Background: an optimization exercise with open tools, aiming at small area, a short achievable clock period and few clock cycles. Do not read the settings as production practice.
Function was not checked in any run shown here: the RTL went through the layout flow alone.

==> flow/design.v, too long to show whole: its modules and the start of the top module <==
// module goldschmidt_divider_q4_4: 734 lines
module goldschmidt_divider_q4_4 (
    input  wire       clk,
    input  wire       rst_n,
    input  wire       start,
    input  wire [7:0] numerator,
    input  wire [7:0] denominator,
    output wire [7:0] quotient,
    output reg        valid,
    output reg        error
);
  // ...
==> flow/flow/run.sh <==
#!/bin/bash
set -euo pipefail
bash standard.sh MATCH_CELL_FOOTPRINT=0 'BUFFER_PORTS_ARGS=-buffer_cell sky130_fd_sc_hd__buf_2' finish > standard.log 2>&1
==> flow/standard.sh <==
#!/bin/bash
# synth_recipe.tcl (not shown) runs the flow's synth.tcl, then flattens the netlist and writes it again
# the make line also repeats each setting of config.mk as NAME=value (left out here)
make -C /OpenROAD-flow-scripts/flow DESIGN_CONFIG=/design/flow/config.mk WORK_HOME=/design/flow/orfs CLKGATE_MAP_FILE= SYNTH_SCRIPT=/design/flow/synth_recipe.tcl "${@:-finish}"
==> flow/config.mk <==
export PLATFORM = sky130hd
export DESIGN_NAME = goldschmidt_divider_q4_4
export DESIGN_NICKNAME = goldschmidt_divider_q4_4
export VERILOG_FILES = /design/flow/design.v
export SDC_FILE = /design/flow/constraint.sdc
export NUM_CORES = 4
export LEC_CHECK = 0
export ABC_AREA = 1
export CAP_MARGIN = 20
export CORE_MARGIN = 2
export CORE_UTILIZATION = 55
export SETUP_SLACK_MARGIN = 1.5
export SLEW_MARGIN = 20
==> flow/constraint.sdc <==
create_clock -name core_clock -period 8.0 [get_ports {clk}]
set_input_delay 1.6000 -clock core_clock [delete_from_list [all_inputs] [get_ports {clk}]]
set_output_delay 1.6000 -clock core_clock [all_outputs]
set_load 0.01 [all_outputs]
==> key figures, run 1 <==
Global route
  • Met2 Usage GRT: 0.472
  • Antenna violations before repair: 0
  • Global-route total usage across every layer: 0.286
  • GRT overflow: 0

Setup path
  • R2r worst-path depth: 38
  • Buffers plus inverters on the worst setup path: 3
  • Reg-to-Reg End: n3[9]$_DFF_P_
  • Kind of start point of the critical path: register
  • CP top delay family: adder cells
  • Worst path max stage delay: 0.49 ns

Route
  • Count of routing violations after the opening detailed-route iteration: ~620
  • DR WL met2: about 12 mm
  • Routed len/inst: between 15 and 20 um
  • Routed met1 length: 11.1 mm

Timing
  • Worst path setup slack after routing: just over 2 ns
  • RSZ-0062 raised after global routing: no
  • Endpoints failing hold: 0
  • Number of setup violations in the final report: 0
  • Measured slew at the worst slew-check pin: ~1.1 ns
  • Setup TNS after final layout: 0 ns

Synth
  • Post-synthesis register bit count: between 80 and 90
  • Ys Warns: 1
  • Post-synthesis area per instance: between 6 and 7 um2
  • Post-synthesis adder-cell area fraction: 0.150
  • Netlist Area Pre-Place: 9060 um2
  • Dominant register cell in the synthesized netlist: dfxtp_1

Die
  • Total number of tap cells: between 200 and 250

Finish
  • Non-clock buffer area fraction after layout: 0.0153
  • Inverters, non-clock: ~240
  • Number of standard cells in the layout, taps in and fillers out: 1592
  • Reg area: about 1700 um2
  • Fraction of final layout cells sized beyond drive strength 1: 0.106

Outcome
  • Status: no timing/DRC/antenna violations

Clocking
  • TritonCTS clock tree: done
  • Clock sink total: 84
  • CTS clk-pin slew, worst paths: roughly 0.07 ns

Place
  • Placed instance count: between 1500 and 2000

Hold path
  • Instance count along the most critical hold path: 0
==> run 2: changes to the inputs <==
--- a/flow/design.v
+++ b/flow/design.v
@@ -428,82 +428,16 @@
         if (dz0)       spec0 = 8'h00;
         else if (eq0)  spec0 = 8'h10;
         else if (d160) spec0 = 8'h80;
         else           spec0 = rom0;
     end
     wire       bsa0 = bd0[4], bsa1 = bd1[4];
     wire [4:1] bma0 = bd0[3:0], bma1 = bd1[3:0];
     wire [4:1] bma2 = {2'b00, bd2[1:0]};
-    wire ppa0_0 = (bsa0 ^ ((bma0[1] & k1a0[0]) | (bma0[3] & k3a0[0])));
-    wire ppa0_1 = (bsa0 ^ ((bma0[1] & k1a0[1]) | (bma0[2] & k1a0[0]) | (bma0[3] & k3a0[1])));
-    wire ppa0_2 = (bsa0 ^ ((bma0[1] & k1a0[2]) | (bma0[2] & k1a0[1]) | (bma0[3] & k3a0[2]) | (bma0[4] & k1a0[0])));
-    wire ppa0_3 = (bsa0 ^ ((bma0[1] & k1a0[3]) | (bma0[2] & k1a0[2]) | (bma0[3] & k3a0[3]) | (bma0[4] & k1a0[1])));
-    wire ppa0_4 = (bsa0 ^ ((bma0[1] & k1a0[4]) | (bma0[2] & k1a0[3]) | (bma0[3] & k3a0[4]) | (bma0[4] & k1a0[2])));
-    wire ppa0_5 = (bsa0 ^ ((bma0[1] & k1a0[5]) | (bma0[2] & k1a0[4]) | (bma0[3] & k3a0[5]) | (bma0[4] & k1a0[3])));
-    wire ppa0_6 = (bsa0 ^ ((bma0[1] & k1a0[6]) | (bma0[2] & k1a0[5]) | (bma0[3] & k3a0[6]) | (bma0[4] & k1a0[4])));
-    wire ppa0_7 = (bsa0 ^ ((bma0[1] & k1a0[7]) | (bma0[2] & k1a0[6]) | (bma0[3] & k3a0[7]) | (bma0[4] & k1a0[5])));
-    wire ppa0_8 = (bsa0 ^ ((bma0[1] & k1a0[8]) | (bma0[2] & k1a0[7]) | (bma0[3] & k3a0[8]) | (bma0[4] & k1a0[6])));
-    wire ppa0_9 = (bsa0 ^ ((bma0[1] & k1a0[9]) | (bma0[2] & k1a0[8]) | (bma0[3] & k3a0[9]) | (bma0[4] & k1a0[7])));
-    wire ppa0_10 = (bsa0 ^ ((bma0[1] & k1a0[10]) | (bma0[2] & k1a0[9]) | (bma0[3] & k3a0[10]) | (bma0[4] & k1a0[8])));
-    wire ppa0_11 = (bsa0 ^ ((bma0[1] & k1a0[11]) | (bma0[2] & k1a0[10]) | (bma0[3] & k3a0[11]) | (bma0[4] & k1a0[9])));
-    wire ppa0_12 = (bsa0 ^ ((bma0[1] & k1a0[12]) | (bma0[2] & k1a0[11]) | (bma0[3] & k3a0[12]) | (bma0[4] & k1a0[10])));
-    wire ppa0_13 = (bsa0 ^ ((bma0[2] & k1a0[12]) | (bma0[3] & k3a0[13]) | (bma0[4] & k1a0[11])));
-    wire ppa0_14 = (bsa0 ^ ((bma0[3] & k3a0[14]) | (bma0[4] & k1a0[12])));
-    wire [14:0] ppa0 = {ppa0_14, ppa0_13, ppa0_12, ppa0_11, ppa0_10, ppa0_9, ppa0_8, ppa0_7, ppa0_6, ppa0_5, ppa0_4, ppa0_3, ppa0_2, ppa0_1, ppa0_0};
-    wire ppa1_0 = (bsa1 ^ ((bma1[1] & k1a0[0]) | (bma1[3] & k3a0[0])));
-    wire ppa1_1 = (bsa1 ^ ((bma1[1] & k1a0[1]) | (bma1[2] & k1a0[0]) | (bma1[3] & k3a0[1])));
-    wire ppa1_2 = (bsa1 ^ ((bma1[1] & k1a0[2]) | (bma1[2] & k1a0[1]) | (bma1[3] & k3a0[2]) | (bma1[4] & k1a0[0])));
-    wire ppa1_3 = (bsa1 ^ ((bma1[1] & k1a0[3]) | (bma1[2] & k1a0[2]) | (bma1[3] & k3a0[3]) | (bma1[4] & k1a0[1])));
-    wire ppa1_4 = (bsa1 ^ ((bma1[1] & k1a0[4]) | (bma1[2] & k1a0[3]) | (bma1[3] & k3a0[4]) | (bma1[4] & k1a0[2])));
-    wire ppa1_5 = (bsa1 ^ ((bma1[1] & k1a0[5]) | (bma1[2] & k1a0[4]) | (bma1[3] & k3a0[5]) | (bma1[4] & k1a0[3])));
-    wire ppa1_6 = (bsa1 ^ ((bma1[1] & k1a0[6]) | (bma1[2] & k1a0[5]) | (bma1[3] & k3a0[6]) | (bma1[4] & k1a0[4])));
-    wire ppa1_7 = (bsa1 ^ ((bma1[1] & k1a0[7]) | (bma1[2] & k1a0[6]) | (bma1[3] & k3a0[7]) | (bma1[4] & k1a0[5])));
-    wire ppa1_8 = (bsa1 ^ ((bma1[1] & k1a0[8]) | (bma1[2] & k1a0[7]) | (bma1[3] & k3a0[8]) | (bma1[4] & k1a0[6])));
-    wire ppa1_9 = (bsa1 ^ ((bma1[1] & k1a0[9]) | (bma1[2] & k1a0[8]) | (bma1[3] & k3a0[9]) | (bma1[4] & k1a0[7])));
-    wire ppa1_10 = (bsa1 ^ ((bma1[1] & k1a0[10]) | (bma1[2] & k1a0[9]) | (bma1[3] & k3a0[10]) | (bma1[4] & k1a0[8])));
-    wire ppa1_11 = (bsa1 ^ ((bma1[1] & k1a0[11]) | (bma1[2] & k1a0[10]) | (bma1[3] & k3a0[11]) | (bma1[4] & k1a0[9])));
-    wire ppa1_12 = (bsa1 ^ ((bma1[1] & k1a0[12]) | (bma1[2] & k1a0[11]) | (bma1[3] & k3a0[12]) | (bma1[4] & k1a0[10])));
-    wire ppa1_13 = (bsa1 ^ ((bma1[2] & k1a0[12]) | (bma1[3] & k3a0[13]) | (bma1[4] & k1a0[11])));
-    wire ppa1_14 = (bsa1 ^ ((bma1[3] & k3a0[14]) | (bma1[4] & k1a0[12])));
-    wire [14:0] ppa1 = {ppa1_14, ppa1_13, ppa1_12, ppa1_11, ppa1_10, ppa1_9, ppa1_8, ppa1_7, ppa1_6, ppa1_5, ppa1_4, ppa1_3, ppa1_2, ppa1_1, ppa1_0};
-    wire ppa2_0 = ((bma2[1] & k1a0[0]));
-    wire ppa2_1 = ((bma2[1] & k1a0[1]) | (bma2[2] & k1a0[0]));
-    wire ppa2_2 = ((bma2[1] & k1a0[2]) | (bma2[2] & k1a0[1]));
-    wire ppa2_3 = ((bma2[1] & k1a0[3]) | (bma2[2] & k1a0[2]));
-    wire ppa2_4 = ((bma2[1] & k1a0[4]) | (bma2[2] & k1a0[3]));
-    wire ppa2_5 = ((bma2[1] & k1a0[5]) | (bma2[2] & k1a0[4]));
-    wire ppa2_6 = ((bma2[1] & k1a0[6]) | (bma2[2] & k1a0[5]));
-    wire ppa2_7 = ((bma2[1] & k1a0[7]) | (bma2[2] & k1a0[6]));
-    wire ppa2_8 = ((bma2[1] & k1a0[8]) | (bma2[2] & k1a0[7]));
-    wire ppa2_9 = ((bma2[1] & k1a0[9]) | (bma2[2] & k1a0[8]));
-    wire ppa2_10 = ((bma2[1] & k1a0[10]) | (bma2[2] & k1a0[9]));
-    wire ppa2_11 = ((bma2[1] & k1a0[11]) | (bma2[2] & k1a0[10]));
-    wire ppa2_12 = ((bma2[1] & k1a0[12]) | (bma2[2] & k1a0[11]));
-    wire ppa2_13 = ((bma2[2] & k1a0[12]));
-    wire [13:0] ppa2 = {ppa2_13, ppa2_12, ppa2_11, ppa2_10, ppa2_9, ppa2_8, ppa2_7, ppa2_6, ppa2_5, ppa2_4, ppa2_3, ppa2_2, ppa2_1, ppa2_0};
-    reg [14:0] pp0, pp1;
-    reg [13:0] pp2;
-    reg        bs0, bs1;
-    reg [2:0]  pa, cls;
-    reg        sgna, dza, usespa;
-    reg [7:0]  speca;
-    always @(posedge clk) begin
-        pp0    <= usesp0 ? 15'd0 : ppa0;
-        pp1    <= usesp0 ? 15'd0 : ppa1;
-        pp2    <= usesp0 ? 14'd0 : ppa2;
-        bs0    <= ~usesp0 & bsa0;
-        bs1    <= ~usesp0 & bsa1;
-        pa     <= p0;
-        cls    <= usesp0 ? 3'd7 : cls0;
-        sgna   <= sgn0;
-        dza    <= dz0;
-        usespa <= usesp0;
-        speca  <= spec0;
-    end
     wire m1_1;
     wire m1_2;
     wire m1_3;
     wire m1_4;
     wire m1_5;
     wire m1_6;
     wire m1_7;
     wire m1_8;
@@ -528,52 +462,65 @@
     wire m1_27;
     wire m1_28;
     wire m1_29;
     wire m1_30;
     wire m1_31;
     wire m1_32;
     wire m1_33;
     wire m1_34;
-    assign m1_1 = bs1 ^ pp0[3];
-    assign m1_2 = bs1 & pp0[3];
-    assign m1_3 = pp0[4] ^ pp1[1];
-    assign m1_4 = pp0[4] & pp1[1];
-    assign m1_5 = pp0[5] ^ pp1[2];
-    assign m1_6 = pp0[5] & pp1[2];
-    assign m1_7 = pp0[6] ^ pp1[3] ^ pp2[0];
-    assign m1_8 = (pp0[6] & pp1[3]) | (pp0[6] & pp2[0]) | (pp1[3] & pp2[0]);
-    assign m1_9 = pp0[7] ^ pp1[4] ^ pp2[1];
-    assign m1_10 = (pp0[7] & pp1[4]) | (pp0[7] & pp2[1]) | (pp1[4] & pp2[1]);
-    assign m1_11 = pp0[8] ^ pp1[5] ^ pp2[2];
-    assign m1_12 = (pp0[8] & pp1[5]) | (pp0[8] & pp2[2]) | (pp1[5] & pp2[2]);
-    assign m1_13 = pp0[9] ^ pp1[6] ^ pp2[3];
-    assign m1_14 = (pp0[9] & pp1[6]) | (pp0[9] & pp2[3]) | (pp1[6] & pp2[3]);
-    assign m1_15 = pp0[10] ^ pp1[7] ^ pp2[4];
-    assign m1_16 = (pp0[10] & pp1[7]) | (pp0[10] & pp2[4]) | (pp1[7] & pp2[4]);
-    assign m1_17 = pp0[11] ^ pp1[8] ^ pp2[5];
-    assign m1_18 = (pp0[11] & pp1[8]) | (pp0[11] & pp2[5]) | (pp1[8] & pp2[5]);
-    assign m1_19 = pp0[12] ^ pp1[9] ^ pp2[6];
-    assign m1_20 = (pp0[12] & pp1[9]) | (pp0[12] & pp2[6]) | (pp1[9] & pp2[6]);
-    assign m1_21 = pp0[13] ^ pp1[10] ^ pp2[7];
-    assign m1_22 = (pp0[13] & pp1[10]) | (pp0[13] & pp2[7]) | (pp1[10] & pp2[7]);
-    assign m1_23 = pp0[14] ^ pp1[11] ^ pp2[8];
-    assign m1_24 = (pp0[14] & pp1[11]) | (pp0[14] & pp2[8]) | (pp1[11] & pp2[8]);
-    assign m1_25 = bs0 ^ pp1[12] ^ pp2[9];
-    assign m1_26 = (bs0 & pp1[12]) | (bs0 & pp2[9]) | (pp1[12] & pp2[9]);
-    assign m1_27 = bs0 ^ pp1[13] ^ pp2[10];
-    assign m1_28 = (bs0 & pp1[13]) | (bs0 & pp2[10]) | (pp1[13] & pp2[10]);
-    assign m1_29 = bs0 ^ pp1[14] ^ pp2[11];
-    assign m1_30 = (bs0 & pp1[14]) | (bs0 & pp2[11]) | (pp1[14] & pp2[11]);
-    assign m1_31 = ~bs0 ^ ~bs1 ^ pp2[12];
-    assign m1_32 = (~bs0 & ~bs1) | (~bs0 & pp2[12]) | (~bs1 & pp2[12]);
-    assign m1_33 = 1'b1 ^ pp2[13];
-    assign m1_34 = 1'b1 & pp2[13];
-    wire [19:0] x_a = {m1_33, m1_31, m1_29, m1_27, m1_25, m1_23, m1_21, m1_19, m1_17, m1_15, m1_13, m1_11, m1_9, m1_7, m1_5, m1_3, m1_1, pp0[2], pp0[1], bs0};
-    wire [19:0] x_b = {m1_32, m1_30, m1_28, m1_26, m1_24, m1_22, m1_20, m1_18, m1_16, m1_14, m1_12, m1_10, m1_8, m1_6, m1_4, m1_2, pp1[0], 1'b0, 1'b0, pp0[0]};
+    assign m1_1 = bsa1 ^ (bsa0 ^ ((bma0[1] & k1a0[3]) | (bma0[2] & k1a0[2]) | (bma0[3] & k3a0[3]) | (bma0[4] & k1a0[1])));
+    assign m1_2 = bsa1 & (bsa0 ^ ((bma0[1] & k1a0[3]) | (bma0[2] & k1a0[2]) | (bma0[3] & k3a0[3]) | (bma0[4] & k1a0[1])));
+    assign m1_3 = (bsa0 ^ ((bma0[1] & k1a0[4]) | (bma0[2] & k1a0[3]) | (bma0[3] & k3a0[4]) | (bma0[4] & k1a0[2]))) ^ (bsa1 ^ ((bma1[1] & k1a0[1]) | (bma1[2] & k1a0[0]) | (bma1[3] & k3a0[1])));
+    assign m1_4 = (bsa0 ^ ((bma0[1] & k1a0[4]) | (bma0[2] & k1a0[3]) | (bma0[3] & k3a0[4]) | (bma0[4] & k1a0[2]))) & (bsa1 ^ ((bma1[1] & k1a0[1]) | (bma1[2] & k1a0[0]) | (bma1[3] & k3a0[1])));
+    assign m1_5 = (bsa0 ^ ((bma0[1] & k1a0[5]) | (bma0[2] & k1a0[4]) | (bma0[3] & k3a0[5]) | (bma0[4] & k1a0[3]))) ^ (bsa1 ^ ((bma1[1] & k1a0[2]) | (bma1[2] & k1a0[1]) | (bma1[3] & k3a0[2]) | (bma1[4] & k1a0[0])));
+    assign m1_6 = (bsa0 ^ ((bma0[1] & k1a0[5]) | (bma0[2] & k1a0[4]) | (bma0[3] & k3a0[5]) | (bma0[4] & k1a0[3]))) & (bsa1 ^ ((bma1[1] & k1a0[2]) | (bma1[2] & k1a0[1]) | (bma1[3] & k3a0[2]) | (bma1[4] & k1a0[0])));
+    assign m1_7 = (bsa0 ^ ((bma0[1] & k1a0[6]) | (bma0[2] & k1a0[5]) | (bma0[3] & k3a0[6]) | (bma0[4] & k1a0[4]))) ^ (bsa1 ^ ((bma1[1] & k1a0[3]) | (bma1[2] & k1a0[2]) | (bma1[3] & k3a0[3]) | (bma1[4] & k1a0[1]))) ^ ((bma2[1] & k1a0[0]));
+    assign m1_8 = ((bsa0 ^ ((bma0[1] & k1a0[6]) | (bma0[2] & k1a0[5]) | (bma0[3] & k3a0[6]) | (bma0[4] & k1a0[4]))) & (bsa1 ^ ((bma1[1] & k1a0[3]) | (bma1[2] & k1a0[2]) | (bma1[3] & k3a0[3]) | (bma1[4] & k1a0[1])))) | ((bsa0 ^ ((bma0[1] & k1a0[6]) | (bma0[2] & k1a0[5]) | (bma0[3] & k3a0[6]) | (bma0[4] & k1a0[4]))) & ((bma2[1] & k1a0[0]))) | ((bsa1 ^ ((bma1[1] & k1a0[3]) | (bma1[2] & k1a0[2]) | (bma1[3] & k3a0[3]) | (bma1[4] & k1a0[1]))) & ((bma2[1] & k1a0[0])));
+    assign m1_9 = (bsa0 ^ ((bma0[1] & k1a0[7]) | (bma0[2] & k1a0[6]) | (bma0[3] & k3a0[7]) | (bma0[4] & k1a0[5]))) ^ (bsa1 ^ ((bma1[1] & k1a0[4]) | (bma1[2] & k1a0[3]) | (bma1[3] & k3a0[4]) | (bma1[4] & k1a0[2]))) ^ ((bma2[1] & k1a0[1]) | (bma2[2] & k1a0[0]));
+    assign m1_10 = ((bsa0 ^ ((bma0[1] & k1a0[7]) | (bma0[2] & k1a0[6]) | (bma0[3] & k3a0[7]) | (bma0[4] & k1a0[5]))) & (bsa1 ^ ((bma1[1] & k1a0[4]) | (bma1[2] & k1a0[3]) | (bma1[3] & k3a0[4]) | (bma1[4] & k1a0[2])))) | ((bsa0 ^ ((bma0[1] & k1a0[7]) | (bma0[2] & k1a0[6]) | (bma0[3] & k3a0[7]) | (bma0[4] & k1a0[5]))) & ((bma2[1] & k1a0[1]) | (bma2[2] & k1a0[0]))) | ((bsa1 ^ ((bma1[1] & k1a0[4]) | (bma1[2] & k1a0[3]) | (bma1[3] & k3a0[4]) | (bma1[4] & k1a0[2]))) & ((bma2[1] & k1a0[1]) | (bma2[2] & k1a0[0])));
+    assign m1_11 = (bsa0 ^ ((bma0[1] & k1a0[8]) | (bma0[2] & k1a0[7]) | (bma0[3] & k3a0[8]) | (bma0[4] & k1a0[6]))) ^ (bsa1 ^ ((bma1[1] & k1a0[5]) | (bma1[2] & k1a0[4]) | (bma1[3] & k3a0[5]) | (bma1[4] & k1a0[3]))) ^ ((bma2[1] & k1a0[2]) | (bma2[2] & k1a0[1]));
+    assign m1_12 = ((bsa0 ^ ((bma0[1] & k1a0[8]) | (bma0[2] & k1a0[7]) | (bma0[3] & k3a0[8]) | (bma0[4] & k1a0[6]))) & (bsa1 ^ ((bma1[1] & k1a0[5]) | (bma1[2] & k1a0[4]) | (bma1[3] & k3a0[5]) | (bma1[4] & k1a0[3])))) | ((bsa0 ^ ((bma0[1] & k1a0[8]) | (bma0[2] & k1a0[7]) | (bma0[3] & k3a0[8]) | (bma0[4] & k1a0[6]))) & ((bma2[1] & k1a0[2]) | (bma2[2] & k1a0[1]))) | ((bsa1 ^ ((bma1[1] & k1a0[5]) | (bma1[2] & k1a0[4]) | (bma1[3] & k3a0[5]) | (bma1[4] & k1a0[3]))) & ((bma2[1] & k1a0[2]) | (bma2[2] & k1a0[1])));
+    assign m1_13 = (bsa0 ^ ((bma0[1] & k1a0[9]) | (bma0[2] & k1a0[8]) | (bma0[3] & k3a0[9]) | (bma0[4] & k1a0[7]))) ^ (bsa1 ^ ((bma1[1] & k1a0[6]) | (bma1[2] & k1a0[5]) | (bma1[3] & k3a0[6]) | (bma1[4] & k1a0[4]))) ^ ((bma2[1] & k1a0[3]) | (bma2[2] & k1a0[2]));
+    assign m1_14 = ((bsa0 ^ ((bma0[1] & k1a0[9]) | (bma0[2] & k1a0[8]) | (bma0[3] & k3a0[9]) | (bma0[4] & k1a0[7]))) & (bsa1 ^ ((bma1[1] & k1a0[6]) | (bma1[2] & k1a0[5]) | (bma1[3] & k3a0[6]) | (bma1[4] & k1a0[4])))) | ((bsa0 ^ ((bma0[1] & k1a0[9]) | (bma0[2] & k1a0[8]) | (bma0[3] & k3a0[9]) | (bma0[4] & k1a0[7]))) & ((bma2[1] & k1a0[3]) | (bma2[2] & k1a0[2]))) | ((bsa1 ^ ((bma1[1] & k1a0[6]) | (bma1[2] & k1a0[5]) | (bma1[3] & k3a0[6]) | (bma1[4] & k1a0[4]))) & ((bma2[1] & k1a0[3]) | (bma2[2] & k1a0[2])));
+    assign m1_15 = (bsa0 ^ ((bma0[1] & k1a0[10]) | (bma0[2] & k1a0[9]) | (bma0[3] & k3a0[10]) | (bma0[4] & k1a0[8]))) ^ (bsa1 ^ ((bma1[1] & k1a0[7]) | (bma1[2] & k1a0[6]) | (bma1[3] & k3a0[7]) | (bma1[4] & k1a0[5]))) ^ ((bma2[1] & k1a0[4]) | (bma2[2] & k1a0[3]));
+    assign m1_16 = ((bsa0 ^ ((bma0[1] & k1a0[10]) | (bma0[2] & k1a0[9]) | (bma0[3] & k3a0[10]) | (bma0[4] & k1a0[8]))) & (bsa1 ^ ((bma1[1] & k1a0[7]) | (bma1[2] & k1a0[6]) | (bma1[3] & k3a0[7]) | (bma1[4] & k1a0[5])))) | ((bsa0 ^ ((bma0[1] & k1a0[10]) | (bma0[2] & k1a0[9]) | (bma0[3] & k3a0[10]) | (bma0[4] & k1a0[8]))) & ((bma2[1] & k1a0[4]) | (bma2[2] & k1a0[3]))) | ((bsa1 ^ ((bma1[1] & k1a0[7]) | (bma1[2] & k1a0[6]) | (bma1[3] & k3a0[7]) | (bma1[4] & k1a0[5]))) & ((bma2[1] & k1a0[4]) | (bma2[2] & k1a0[3])));
+    assign m1_17 = (bsa0 ^ ((bma0[1] & k1a0[11]) | (bma0[2] & k1a0[10]) | (bma0[3] & k3a0[11]) | (bma0[4] & k1a0[9]))) ^ (bsa1 ^ ((bma1[1] & k1a0[8]) | (bma1[2] & k1a0[7]) | (bma1[3] & k3a0[8]) | (bma1[4] & k1a0[6]))) ^ ((bma2[1] & k1a0[5]) | (bma2[2] & k1a0[4]));
+    assign m1_18 = ((bsa0 ^ ((bma0[1] & k1a0[11]) | (bma0[2] & k1a0[10]) | (bma0[3] & k3a0[11]) | (bma0[4] & k1a0[9]))) & (bsa1 ^ ((bma1[1] & k1a0[8]) | (bma1[2] & k1a0[7]) | (bma1[3] & k3a0[8]) | (bma1[4] & k1a0[6])))) | ((bsa0 ^ ((bma0[1] & k1a0[11]) | (bma0[2] & k1a0[10]) | (bma0[3] & k3a0[11]) | (bma0[4] & k1a0[9]))) & ((bma2[1] & k1a0[5]) | (bma2[2] & k1a0[4]))) | ((bsa1 ^ ((bma1[1] & k1a0[8]) | (bma1[2] & k1a0[7]) | (bma1[3] & k3a0[8]) | (bma1[4] & k1a0[6]))) & ((bma2[1] & k1a0[5]) | (bma2[2] & k1a0[4])));
+    assign m1_19 = (bsa0 ^ ((bma0[1] & k1a0[12]) | (bma0[2] & k1a0[11]) | (bma0[3] & k3a0[12]) | (bma0[4] & k1a0[10]))) ^ (bsa1 ^ ((bma1[1] & k1a0[9]) | (bma1[2] & k1a0[8]) | (bma1[3] & k3a0[9]) | (bma1[4] & k1a0[7]))) ^ ((bma2[1] & k1a0[6]) | (bma2[2] & k1a0[5]));
+    assign m1_20 = ((bsa0 ^ ((bma0[1] & k1a0[12]) | (bma0[2] & k1a0[11]) | (bma0[3] & k3a0[12]) | (bma0[4] & k1a0[10]))) & (bsa1 ^ ((bma1[1] & k1a0[9]) | (bma1[2] & k1a0[8]) | (bma1[3] & k3a0[9]) | (bma1[4] & k1a0[7])))) | ((bsa0 ^ ((bma0[1] & k1a0[12]) | (bma0[2] & k1a0[11]) | (bma0[3] & k3a0[12]) | (bma0[4] & k1a0[10]))) & ((bma2[1] & k1a0[6]) | (bma2[2] & k1a0[5]))) | ((bsa1 ^ ((bma1[1] & k1a0[9]) | (bma1[2] & k1a0[8]) | (bma1[3] & k3a0[9]) | (bma1[4] & k1a0[7]))) & ((bma2[1] & k1a0[6]) | (bma2[2] & k1a0[5])));
+    assign m1_21 = (bsa0 ^ ((bma0[2] & k1a0[12]) | (bma0[3] & k3a0[13]) | (bma0[4] & k1a0[11]))) ^ (bsa1 ^ ((bma1[1] & k1a0[10]) | (bma1[2] & k1a0[9]) | (bma1[3] & k3a0[10]) | (bma1[4] & k1a0[8]))) ^ ((bma2[1] & k1a0[7]) | (bma2[2] & k1a0[6]));
+    assign m1_22 = ((bsa0 ^ ((bma0[2] & k1a0[12]) | (bma0[3] & k3a0[13]) | (bma0[4] & k1a0[11]))) & (bsa1 ^ ((bma1[1] & k1a0[10]) | (bma1[2] & k1a0[9]) | (bma1[3] & k3a0[10]) | (bma1[4] & k1a0[8])))) | ((bsa0 ^ ((bma0[2] & k1a0[12]) | (bma0[3] & k3a0[13]) | (bma0[4] & k1a0[11]))) & ((bma2[1] & k1a0[7]) | (bma2[2] & k1a0[6]))) | ((bsa1 ^ ((bma1[1] & k1a0[10]) | (bma1[2] & k1a0[9]) | (bma1[3] & k3a0[10]) | (bma1[4] & k1a0[8]))) & ((bma2[1] & k1a0[7]) | (bma2[2] & k1a0[6])));
+    assign m1_23 = (bsa0 ^ ((bma0[3] & k3a0[14]) | (bma0[4] & k1a0[12]))) ^ (bsa1 ^ ((bma1[1] & k1a0[11]) | (bma1[2] & k1a0[10]) | (bma1[3] & k3a0[11]) | (bma1[4] & k1a0[9]))) ^ ((bma2[1] & k1a0[8]) | (bma2[2] & k1a0[7]));
+    assign m1_24 = ((bsa0 ^ ((bma0[3] & k3a0[14]) | (bma0[4] & k1a0[12]))) & (bsa1 ^ ((bma1[1] & k1a0[11]) | (bma1[2] & k1a0[10]) | (bma1[3] & k3a0[11]) | (bma1[4] & k1a0[9])))) | ((bsa0 ^ ((bma0[3] & k3a0[14]) | (bma0[4] & k1a0[12]))) & ((bma2[1] & k1a0[8]) | (bma2[2] & k1a0[7]))) | ((bsa1 ^ ((bma1[1] & k1a0[11]) | (bma1[2] & k1a0[10]) | (bma1[3] & k3a0[11]) | (bma1[4] & k1a0[9]))) & ((bma2[1] & k1a0[8]) | (bma2[2] & k1a0[7])));
+    assign m1_25 = bsa0 ^ (bsa1 ^ ((bma1[1] & k1a0[12]) | (bma1[2] & k1a0[11]) | (bma1[3] & k3a0[12]) | (bma1[4] & k1a0[10]))) ^ ((bma2[1] & k1a0[9]) | (bma2[2] & k1a0[8]));
+    assign m1_26 = (bsa0 & (bsa1 ^ ((bma1[1] & k1a0[12]) | (bma1[2] & k1a0[11]) | (bma1[3] & k3a0[12]) | (bma1[4] & k1a0[10])))) | (bsa0 & ((bma2[1] & k1a0[9]) | (bma2[2] & k1a0[8]))) | ((bsa1 ^ ((bma1[1] & k1a0[12]) | (bma1[2] & k1a0[11]) | (bma1[3] & k3a0[12]) | (bma1[4] & k1a0[10]))) & ((bma2[1] & k1a0[9]) | (bma2[2] & k1a0[8])));
+    assign m1_27 = bsa0 ^ (bsa1 ^ ((bma1[2] & k1a0[12]) | (bma1[3] & k3a0[13]) | (bma1[4] & k1a0[11]))) ^ ((bma2[1] & k1a0[10]) | (bma2[2] & k1a0[9]));
+    assign m1_28 = (bsa0 & (bsa1 ^ ((bma1[2] & k1a0[12]) | (bma1[3] & k3a0[13]) | (bma1[4] & k1a0[11])))) | (bsa0 & ((bma2[1] & k1a0[10]) | (bma2[2] & k1a0[9]))) | ((bsa1 ^ ((bma1[2] & k1a0[12]) | (bma1[3] & k3a0[13]) | (bma1[4] & k1a0[11]))) & ((bma2[1] & k1a0[10]) | (bma2[2] & k1a0[9])));
+    assign m1_29 = bsa0 ^ (bsa1 ^ ((bma1[3] & k3a0[14]) | (bma1[4] & k1a0[12]))) ^ ((bma2[1] & k1a0[11]) | (bma2[2] & k1a0[10]));
+    assign m1_30 = (bsa0 & (bsa1 ^ ((bma1[3] & k3a0[14]) | (bma1[4] & k1a0[12])))) | (bsa0 & ((bma2[1] & k1a0[11]) | (bma2[2] & k1a0[10]))) | ((bsa1 ^ ((bma1[3] & k3a0[14]) | (bma1[4] & k1a0[12]))) & ((bma2[1] & k1a0[11]) | (bma2[2] & k1a0[10])));
+    assign m1_31 = ~bsa0 ^ ~bsa1 ^ ((bma2[1] & k1a0[12]) | (bma2[2] & k1a0[11]));
+    assign m1_32 = (~bsa0 & ~bsa1) | (~bsa0 & ((bma2[1] & k1a0[12]) | (bma2[2] & k1a0[11]))) | (~bsa1 & ((bma2[1] & k1a0[12]) | (bma2[2] & k1a0[11])));
+    assign m1_33 = 1'b1 ^ ((bma2[2] & k1a0[12]));
+    assign m1_34 = 1'b1 & ((bma2[2] & k1a0[12]));
+    wire [19:0] xt_a = {m1_33, m1_31, m1_29, m1_27, m1_25, m1_23, m1_21, m1_19, m1_17, m1_15, m1_13, m1_11, m1_9, m1_7, m1_5, m1_3, m1_1, (bsa0 ^ ((bma0[1] & k1a0[2]) | (bma0[2] & k1a0[1]) | (bma0[3] & k3a0[2]) | (bma0[4] & k1a0[0]))), (bsa0 ^ ((bma0[1] & k1a0[1]) | (bma0[2] & k1a0[0]) | (bma0[3] & k3a0[1]))), bsa0};
+    wire [19:0] xt_b = {m1_32, m1_30, m1_28, m1_26, m1_24, m1_22, m1_20, m1_18, m1_16, m1_14, m1_12, m1_10, m1_8, m1_6, m1_4, m1_2, (bsa1 ^ ((bma1[1] & k1a0[0]) | (bma1[3] & k3a0[0]))), 1'b0, 1'b0, (bsa0 ^ ((bma0[1] & k1a0[0]) | (bma0[3] & k3a0[0])))};
+    reg [19:0] xa, xb;
+    reg [2:0]  pa, cls;
+    reg        sgna, dza, usespa;
+    always @(posedge clk) begin
+        xa     <= usesp0 ? {3'd0, spec0, 9'd0} : xt_a;
+        xb     <= usesp0 ? 20'd0 : xt_b;
+        pa     <= p0;
+        cls    <= cls0;
+        sgna   <= sgn0;
+        dza    <= dz0;
+        usespa <= usesp0;
+    end
+    wire [19:0] x_a = xa, x_b = xb;
     wire [19:0] x  = x_a + x_b;
     wire [11:0] n2 = x[19:8];
     wire [1:0] s3 = ({2{cls == 3'd1}} & 2'd1) |
         ({2{cls == 3'd2}} & 2'd2) |
         ({2{cls == 3'd3}} & 2'd2) |
         ({2{cls == 3'd4}} & 2'd2) |
         ({2{cls == 3'd5}} & 2'd2) |
         ({2{cls == 3'd6}} & 2'd2) |
@@ -588,22 +535,23 @@
         ({3{cls == 3'd4}} & 3'd1) |
         ({3{cls == 3'd7}} & 3'd1);
     wire [2:0] e2 = ({3{cls == 3'd0}} & 3'd4) |
         ({3{cls == 3'd1}} & 3'd1) |
         ({3{cls == 3'd3}} & 3'd1) |
         ({3{cls == 3'd4}} & 3'd2) |
         ({3{cls == 3'd5}} & 3'd1) |
         ({3{cls == 3'd6}} & 3'd1);
-    wire [19:0] c2 = ({20{cls == 3'd0}} & 20'd1040385) |
+    wire [19:0] c2t = ({20{cls == 3'd0}} & 20'd1040385) |
         ({20{cls == 3'd2}} & 20'd1015812) |
         ({20{cls == 3'd4}} & 20'd1040385);
-    wire es_0 = es[0], es_1 = es[1];
-    wire e1_0 = e1[0], e1_1 = e1[1], e1_2 = e1[2];
-    wire e2_0 = e2[0], e2_1 = e2[1], e2_2 = e2[2];
+    wire [19:0] c2 = c2t & {20{~usespa}};
+    wire es_0 = es[0] & ~usespa, es_1 = es[1] & ~usespa;
+    wire e1_0 = e1[0] & ~usespa, e1_1 = e1[1] & ~usespa, e1_2 = e1[2] & ~usespa;
+    wire e2_0 = e2[0] & ~usespa, e2_1 = e2[1] & ~usespa, e2_2 = e2[2] & ~usespa;
     wire m2_1;
     wire m2_2;
     wire m2_3;
     wire m2_4;
     wire m2_5;
     wire m2_6;
     wire m2_7;
     wire m2_8;
@@ -680,32 +628,32 @@
     assign m2_25 = (es_0 ^ ((e1_0 & n2[5]) | (e2_0 & n2[4]))) ^ (es_1 ^ ((e1_1 & n2[3]) | (e2_1 & n2[2]))) ^ ((e1_2 & n2[1]) | (e2_2 & n2[0]));
     assign m2_26 = ((es_0 ^ ((e1_0 & n2[5]) | (e2_0 & n2[4]))) & (es_1 ^ ((e1_1 & n2[3]) | (e2_1 & n2[2])))) | ((es_0 ^ ((e1_0 & n2[5]) | (e2_0 & n2[4]))) & ((e1_2 & n2[1]) | (e2_2 & n2[0]))) | ((es_1 ^ ((e1_1 & n2[3]) | (e2_1 & n2[2]))) & ((e1_2 & n2[1]) | (e2_2 & n2[0])));
     assign m2_27 = (es_0 ^ ((e1_0 & n2[6]) | (e2_0 & n2[5]))) ^ (es_1 ^ ((e1_1 & n2[4]) | (e2_1 & n2[3]))) ^ ((e1_2 & n2[2]) | (e2_2 & n2[1]));
     assign m2_28 = ((es_0 ^ ((e1_0 & n2[6]) | (e2_0 & n2[5]))) & (es_1 ^ ((e1_1 & n2[4]) | (e2_1 & n2[3])))) | ((es_0 ^ ((e1_0 & n2[6]) | (e2_0 & n2[5]))) & ((e1_2 & n2[2]) | (e2_2 & n2[1]))) | ((es_1 ^ ((e1_1 & n2[4]) | (e2_1 & n2[3]))) & ((e1_2 & n2[2]) | (e2_2 & n2[1])));
     assign m2_29 = (es_0 ^ ((e1_0 & n2[7]) | (e2_0 & n2[6]))) ^ (es_1 ^ ((e1_1 & n2[5]) | (e2_1 & n2[4]))) ^ ((e1_2 & n2[3]) | (e2_2 & n2[2]));
     assign m2_30 = ((es_0 ^ ((e1_0 & n2[7]) | (e2_0 & n2[6]))) & (es_1 ^ ((e1_1 & n2[5]) | (e2_1 & n2[4])))) | ((es_0 ^ ((e1_0 & n2[7]) | (e2_0 & n2[6]))) & ((e1_2 & n2[3]) | (e2_2 & n2[2]))) | ((es_1 ^ ((e1_1 & n2[5]) | (e2_1 & n2[4]))) & ((e1_2 & n2[3]) | (e2_2 & n2[2])));
     assign m2_31 = (es_1 ^ ((e1_1 & n2[6]) | (e2_1 & n2[5]))) ^ ((e1_2 & n2[4]) | (e2_2 & n2[3])) ^ m2_1;
     assign m2_32 = ((es_1 ^ ((e1_1 & n2[6]) | (e2_1 & n2[5]))) & ((e1_2 & n2[4]) | (e2_2 & n2[3]))) | ((es_1 ^ ((e1_1 & n2[6]) | (e2_1 & n2[5]))) & m2_1) | (((e1_2 & n2[4]) | (e2_2 & n2[3])) & m2_1);
-    assign m2_33 = ((e1_2 & n2[5]) | (e2_2 & n2[4]) | (usespa & speca[0])) ^ m2_2 ^ m2_3;
-    assign m2_34 = (((e1_2 & n2[5]) | (e2_2 & n2[4]) | (usespa & speca[0])) & m2_2) | (((e1_2 & n2[5]) | (e2_2 & n2[4]) | (usespa & speca[0])) & m2_3) | (m2_2 & m2_3);
-    assign m2_35 = ((e1_2 & n2[6]) | (e2_2 & n2[5]) | (usespa & speca[1])) ^ m2_4 ^ m2_5;
-    assign m2_36 = (((e1_2 & n2[6]) | (e2_2 & n2[5]) | (usespa & speca[1])) & m2_4) | (((e1_2 & n2[6]) | (e2_2 & n2[5]) | (usespa & speca[1])) & m2_5) | (m2_4 & m2_5);
-    assign m2_37 = ((e1_2 & n2[7]) | (e2_2 & n2[6]) | (usespa & speca[2])) ^ m2_6 ^ m2_7;
-    assign m2_38 = (((e1_2 & n2[7]) | (e2_2 & n2[6]) | (usespa & speca[2])) & m2_6) | (((e1_2 & n2[7]) | (e2_2 & n2[6]) | (usespa & speca[2])) & m2_7) | (m2_6 & m2_7);
-    assign m2_39 = ((e1_2 & n2[8]) | (e2_2 & n2[7]) | (usespa & speca[3])) ^ m2_8 ^ m2_9;
-    assign m2_40 = (((e1_2 & n2[8]) | (e2_2 & n2[7]) | (usespa & speca[3])) & m2_8) | (((e1_2 & n2[8]) | (e2_2 & n2[7]) | (usespa & speca[3])) & m2_9) | (m2_8 & m2_9);
-    assign m2_41 = ((e1_2 & n2[9]) | (e2_2 & n2[8]) | (usespa & speca[4])) ^ m2_10 ^ m2_11;
-    assign m2_42 = (((e1_2 & n2[9]) | (e2_2 & n2[8]) | (usespa & speca[4])) & m2_10) | (((e1_2 & n2[9]) | (e2_2 & n2[8]) | (usespa & speca[4])) & m2_11) | (m2_10 & m2_11);
-    assign m2_43 = ((e1_2 & n2[10]) | (e2_2 & n2[9]) | (usespa & speca[5])) ^ m2_12 ^ m2_13;
-    assign m2_44 = (((e1_2 & n2[10]) | (e2_2 & n2[9]) | (usespa & speca[5])) & m2_12) | (((e1_2 & n2[10]) | (e2_2 & n2[9]) | (usespa & speca[5])) & m2_13) | (m2_12 & m2_13);
-    assign m2_45 = m2_15 ^ ((e1_2 & n2[11]) | (e2_2 & n2[10]) | (usespa & speca[6])) ^ m2_14;
-    assign m2_46 = (m2_15 & ((e1_2 & n2[11]) | (e2_2 & n2[10]) | (usespa & speca[6]))) | (m2_15 & m2_14) | (((e1_2 & n2[11]) | (e2_2 & n2[10]) | (usespa & speca[6])) & m2_14);
-    assign m2_47 = m2_16 ^ m2_17 ^ ((e2_2 & n2[11]) | (usespa & speca[7]));
-    assign m2_48 = (m2_16 & m2_17) | (m2_16 & ((e2_2 & n2[11]) | (usespa & speca[7]))) | (m2_17 & ((e2_2 & n2[11]) | (usespa & speca[7])));
+    assign m2_33 = ((e1_2 & n2[5]) | (e2_2 & n2[4])) ^ m2_2 ^ m2_3;
+    assign m2_34 = (((e1_2 & n2[5]) | (e2_2 & n2[4])) & m2_2) | (((e1_2 & n2[5]) | (e2_2 & n2[4])) & m2_3) | (m2_2 & m2_3);
+    assign m2_35 = ((e1_2 & n2[6]) | (e2_2 & n2[5])) ^ m2_4 ^ m2_5;
+    assign m2_36 = (((e1_2 & n2[6]) | (e2_2 & n2[5])) & m2_4) | (((e1_2 & n2[6]) | (e2_2 & n2[5])) & m2_5) | (m2_4 & m2_5);
+    assign m2_37 = ((e1_2 & n2[7]) | (e2_2 & n2[6])) ^ m2_6 ^ m2_7;
+    assign m2_38 = (((e1_2 & n2[7]) | (e2_2 & n2[6])) & m2_6) | (((e1_2 & n2[7]) | (e2_2 & n2[6])) & m2_7) | (m2_6 & m2_7);
+    assign m2_39 = ((e1_2 & n2[8]) | (e2_2 & n2[7])) ^ m2_8 ^ m2_9;
+    assign m2_40 = (((e1_2 & n2[8]) | (e2_2 & n2[7])) & m2_8) | (((e1_2 & n2[8]) | (e2_2 & n2[7])) & m2_9) | (m2_8 & m2_9);
+    assign m2_41 = ((e1_2 & n2[9]) | (e2_2 & n2[8])) ^ m2_10 ^ m2_11;
+    assign m2_42 = (((e1_2 & n2[9]) | (e2_2 & n2[8])) & m2_10) | (((e1_2 & n2[9]) | (e2_2 & n2[8])) & m2_11) | (m2_10 & m2_11);
+    assign m2_43 = ((e1_2 & n2[10]) | (e2_2 & n2[9])) ^ m2_12 ^ m2_13;
+    assign m2_44 = (((e1_2 & n2[10]) | (e2_2 & n2[9])) & m2_12) | (((e1_2 & n2[10]) | (e2_2 & n2[9])) & m2_13) | (m2_12 & m2_13);
+    assign m2_45 = m2_15 ^ ((e1_2 & n2[11]) | (e2_2 & n2[10])) ^ m2_14;
+    assign m2_46 = (m2_15 & ((e1_2 & n2[11]) | (e2_2 & n2[10]))) | (m2_15 & m2_14) | (((e1_2 & n2[11]) | (e2_2 & n2[10])) & m2_14);
+    assign m2_47 = m2_16 ^ m2_17 ^ ((e2_2 & n2[11]));
+    assign m2_48 = (m2_16 & m2_17) | (m2_16 & ((e2_2 & n2[11]))) | (m2_17 & ((e2_2 & n2[11])));
     assign m2_49 = n2[9] ^ c2[17] ^ m2_18;
     assign m2_50 = (n2[9] & c2[17]) | (n2[9] & m2_18) | (c2[17] & m2_18);
     assign m2_51 = n2[10] ^ c2[18];
     assign m2_52 = n2[10] & c2[18];
     assign m2_53 = n2[11] ^ c2[19];
     assign m2_54 = n2[11] & c2[19];
     wire [19:0] y_a = {m2_53, m2_51, m2_49, m2_47, m2_45, m2_43, m2_41, m2_39, m2_37, m2_35, m2_33, m2_31, m2_29, m2_27, m2_25, m2_23, m2_21, m2_19, (es_0 ^ ((e1_0 & n2[1]) | (e2_0 & n2[0]))), c2[0]};
     wire [19:0] y_b = {m2_52, m2_50, m2_48, m2_46, m2_44, m2_42, m2_40, m2_38, m2_36, m2_34, m2_32, m2_30, m2_28, m2_26, m2_24, m2_22, m2_20, (es_1 ^ ((e1_1 & n2[0]))), 1'b0, (es_0 ^ ((e1_0 & n2[0])))};
==> run 2 against run 1 <==
Global-route usage decreased by 0.30 points. Still clean. Design area about the same. Core utilization increased by 0.24 points. Via count increased by 1.6%. Highest routed layer unchanged. Largest cell class unchanged.
==> key figures, run 2 <==
Timing
  • Fmax: 0.167 GHz (was 0.168 GHz)
  • Worst path setup slack after routing: 2.03 ns (was 2.04 ns)
  • Post-route clock skew: 0.00820 ns (was 0.0114 ns)
  • Endpoints failing hold: 0 (unchanged)
  • Measured slew at the worst slew-check pin: 0.915 ns (was 1.11 ns)
  • Max-Slew Margin vs Limit: 0.390 (was 0.250)
  • Part of the cycle the worst path needs: 0.747 (was 0.745)
  • Setup TNS after final layout: 0 ns (unchanged)
  • Clock period minus worst slack: 5.97 ns (was 5.96 ns)
  • Fin. max-slew vios: 0 (unchanged)
  • RSZ-0062 raised after global routing: no (unchanged)
  • Number of setup violations in the final report: 0 (unchanged)

Route
  • Post-detailed-route count of antenna-violating nets: 0 (unchanged)
  • Count of routing violations after the opening detailed-route iteration: 688 (was 623)
  • Detailed-route vias per instance: 5.76 (was 5.70)
  • Number of detailed-route iterations in the first pass: 6 (unchanged)
  • Routed len/inst: 15.6 um (was 15.7 um)
  • Remaining DRCs: 0 (unchanged)
  • Total length of routed wires: 25.0 mm (about the same)
  • Vias post-DR: 9218 (was 9076)

Clocking
  • Clock Root Buffer: clkbuf_16 (unchanged)
  • Clock sink total: 68 (was 84)
  • TritonCTS clock tree: done (unchanged)
  • Maximum clock path buffer count: 2 (unchanged)
  • CTS hold repair buffers: 0 (unchanged)
  • Clk latency of the worst-skew pair: 0.34 ns (was 0.35 ns)
  • CTS resizes: 0 (unchanged)
  • Clock buffer count from CTS: 9 (unchanged)
  • CTS clk-pin slew, worst paths: 0.06 ns (was 0.07 ns)
  • Post-CTS setup-driven buffer insertion count: 0 (unchanged)
  • H-tree level count: 3 (unchanged)

Die
  • Die height: 132 um (about the same)
  • Overall die width: 132 um (about the same)
  • Area of the core: 15900 um2 (was 16000 um2)
  • Boundary pin count: 29 (unchanged)
  • Core Rows: 46 (unchanged)
  • Floorplan die area: 17500 um2 (about the same)
  • Initial cell density of the core: 0.566 (about the same)

Finish
  • Fraction of final layout cells sized beyond drive strength 1: 0.118 (was 0.106)
  • Number of standard cells in the layout, taps in and fillers out: 1599 (was 1592)
  • Top library cells by usage in the layout, fill and taps aside: nand2_1 (250), inv_1 (210), nor2_1 (108), xor2_1 (84), a21oi_1 (80) (was nand2_1 (257), inv_1 (210), nor2_1 (117), o21ai_0 (90), dfxtp_1 (82))
  • Largest Register: xa
  • P&R area growth vs syn: 7.07% (was 6.70%)
  • Flip-flop count of the largest register, all copies and words added: 20
  • Number of nets in the final layout: 1490 (was 1479)
  • Ant. Diodes: 0 (unchanged)
  • Registers with the most flip-flops: xa: 20 flops, xb: 18 flops, n3: 12 flops (was pp0: 15 flops, pp1: 15 flops, pp2: 14 flops)
  • Leading cell type in the layout, fill and taps excluded: nand2_1 (unchanged)
  • Final instance area: 9670 um2 (was 9660 um2)

Synth
  • Mapped Nets: 1471 (was 1467)
  • Share of Yosys cell area claimed by the top area cell type: 0.146 (was 0.181)
  • Top cell types by occurrence after synthesis: nand2_1 (250), inv_1 (210), nor2_1 (108) (was nand2_1 (259), inv_1 (210), nor2_1 (117))
  • Number of enable-type register cells in the synthesized netlist: 0 (unchanged)
  • Dominant cell by count in the synthesized netlist: nand2_1 (unchanged)
  • Ys Warns: 1 (unchanged)
  • Proportion of register bits with asynchronous set or reset after synthesis: 0.0294 (was 0.0238)
  • Number of unique standard cell types used by synthesis: 64 (was 60)
  • Post-synthesis register bit count: 68 (was 84)
  • Cell accounting for the most synthesized area: dfxtp_1 (unchanged)
  • Post-synthesis area per instance: 6.64 um2 (was 6.66 um2)
  • Synth Instances: 1360 (was 1359)
  • Sequential fraction of the synthesis area: 0.152 (was 0.187)
  • Ranking of synthesized cells by area: dfxtp_1 (15%), nand2_1 (10%), inv_1 (8.7%) (was dfxtp_1 (18%), nand2_1 (11%), inv_1 (8.7%))
  • Netlist Area Pre-Place: 9030 um2 (was 9060 um2)
  • Dominant register cell in the synthesized netlist: dfxtp_1 (unchanged)

Setup path
  • Reg-to-Reg End: n3[11]$_DFF_P_ (was n3[9]$_DFF_P_)
  • Critical Path End Type: output pin (was register)
  • Critical Path AT: 4.37 ns (was 6.18 ns)
  • Crit Path Class: register to output pin (was register to register)
  • Launch instance of the worst register-to-register path: xa[5]$_SDFF_PN0_ (was pp0[5]$_SDFF_PN0_)
  • Required time of the critical path: 6.40 ns (was 8.22 ns)
  • Timing startpoint of the critical path: sb[1]$_SDFF_PP1_ (was pp0[5]$_SDFF_PN0_)
  • Kind of start point of the critical path: register (unchanged)
  • Worst-path fanout max: 9 (was 6)
  • Critical path capture point: quotient[6] (was n3[9]$_DFF_P_)
  • R2r worst-path depth: 35 (was 38)
  • Worst reg-to-reg setup slack: 2.05 ns (was 2.04 ns)

Hold path
  • Classification of the worst-slack hold path: register to register (unchanged)

Place
  • Detailed placer's ending HPWL: 19.8 mm (was 19.9 mm)
  • Final weighted congestion in routability-driven placement: 1.01 (was 0.973)
  • Placed instance count: 1584 (was 1576)
  • Total placed instance area: 9350 um2 (was 9310 um2)
  • Port Buffer Count: 28 (unchanged)
  • Worst setup timing slack at the placement stage: 2.11 ns (was 1.78 ns)

Global route
  • Global-route total usage across every layer: 0.283 (was 0.286)
  • GRT overflow: 0 (unchanged)
  • Largest net degree at the start of global routing: 33 (was 21)
  • Global-route wire length before repair: 41.1 mm (about the same)
  • Via count of the first global-routing pass: 8572 (was 8416)
  • Antenna violations before repair: 0 (unchanged)

Outcome
  • Status: no timing/DRC/antenna violations (unchanged)

Run
  • Max-Cap Viols: 0 (unchanged)
## run 2: cell type report
cell class | count | area, um2
Timing Repair Buffer | 34 | 185
Fill cell | 1573 | 6280
Multi-Input combinational cell | 1004 | 6530
Clock buffer | 11 | 243
Sequential cell | 68 | 1370
Inverter | 262 | 997
Clock inverter | 4 | 73.8
Tap cell | 216 | 270
## run 2: worst min-delay path by stage
stage | cells past startpoint | startpoint | to | slack [ns]
2_1_floorplan | 0 | dza$_DFF_P_ | error$_DFF_P_ | 0.31
3_3_place_gp | 0 | sgna$_DFF_P_ | sg$_DFF_P_ | 0.31
3_5_place_dp | 0 | sgna$_DFF_P_ | sg$_DFF_P_ | 0.31
4_1_cts | 0 | sgna$_DFF_P_ | sg$_DFF_P_ | 0.33
5_1_grt | 0 | sgna$_DFF_P_ | sg$_DFF_P_ | 0.33
6_report | 0 | sgna$_DFF_P_ | sg$_DFF_P_ | 0.32
## run 2: kinds of logic (layout without fill, tap and decap cells)
kind of cell	Yosys count	in the layout	share of synthesized area
fa+ha+maj	92	92	0.155
simple gates	521	521	0.266
xor+xnor	92	92	0.0901
buf+inv	288	311	0.125
flops	68	68	0.152
compound gates	299	299	0.212
## run 2: worst max-delay path, stage by stage (launching register included)
cell and delay, ns:
dfxtp_1 0.31, inv_1 0.17, o21ai_0 0.11, a22oi_1 0.16, ha_1 0.19, inv_1 0.05, fa_1 0.40, o211a_1 0.28
inv_1 0.06, a21oi_1 0.05, o21ai_0 0.13, inv_1 0.07, nor2_1 0.08, inv_1 0.05, nor2_1 0.16, nand2_1 0.09
nand2_1 0.16, inv_1 0.11, nand2_1 0.07, o2111ai_1 0.14, xor2_1 0.20, inv_1 0.08, ha_1 0.13, inv_1 0.05
nor3_1 0.28, nand3_1 0.13, xor2_1 0.16, buf_2 0.14
## run 2: per-layer routing
metal  track usage  vias to the layer above  routed length, um
met1         0.356                     4196              10800
met2         0.498                      393              12000
li1              -                     4561                  -
met5             0                        -                  0
met3        0.0400                       68               1540
met4        0.0900                        0                631
## run 2: through the flow
stage          utilization  hold WS [ns]
5_1_grt              0.606         0.329
3_3_place_gp         0.586         0.311
2_1_floorplan            -         0.310
4_1_cts              0.606         0.326
6_report             0.606         0.323
3_5_place_dp         0.586         0.314

==> re-timing with driven ports <==
The results above use ideal ports. As a check the final layouts listed here were re-extracted and re-timed, cells and wires unchanged.
Step 1: set_driving_cell puts a clkbuf_16 on clk and a buf_2 on each other input, an assumption about the parent block.
Step 2 moves the port delays by t, midway between the first and last clock arrival at a register: inputs arrive t later, outputs are due t later. That takes back most of the time a late clock gives input paths.
Slacks: ideal / step 1 / step 2; pairs: ideal / step 1.
run | t, ns | setup slack, ns | worst hold slack (ns) | worst setup path after step 2 | worst register clock-pin slew, ns
run 1 | 0.388 | 2.044 / 2.044 / 2.044 | 0.333 / 0.333 / 0.333 | register to register | 0.07 / 0.07
run 2 | 0.376 | 2.028 / 1.986 / 2.053 | 0.323 / 0.323 / 0.323 | register to register | 0.06 / 0.06
After both steps setup and hold are still met in every run listed.
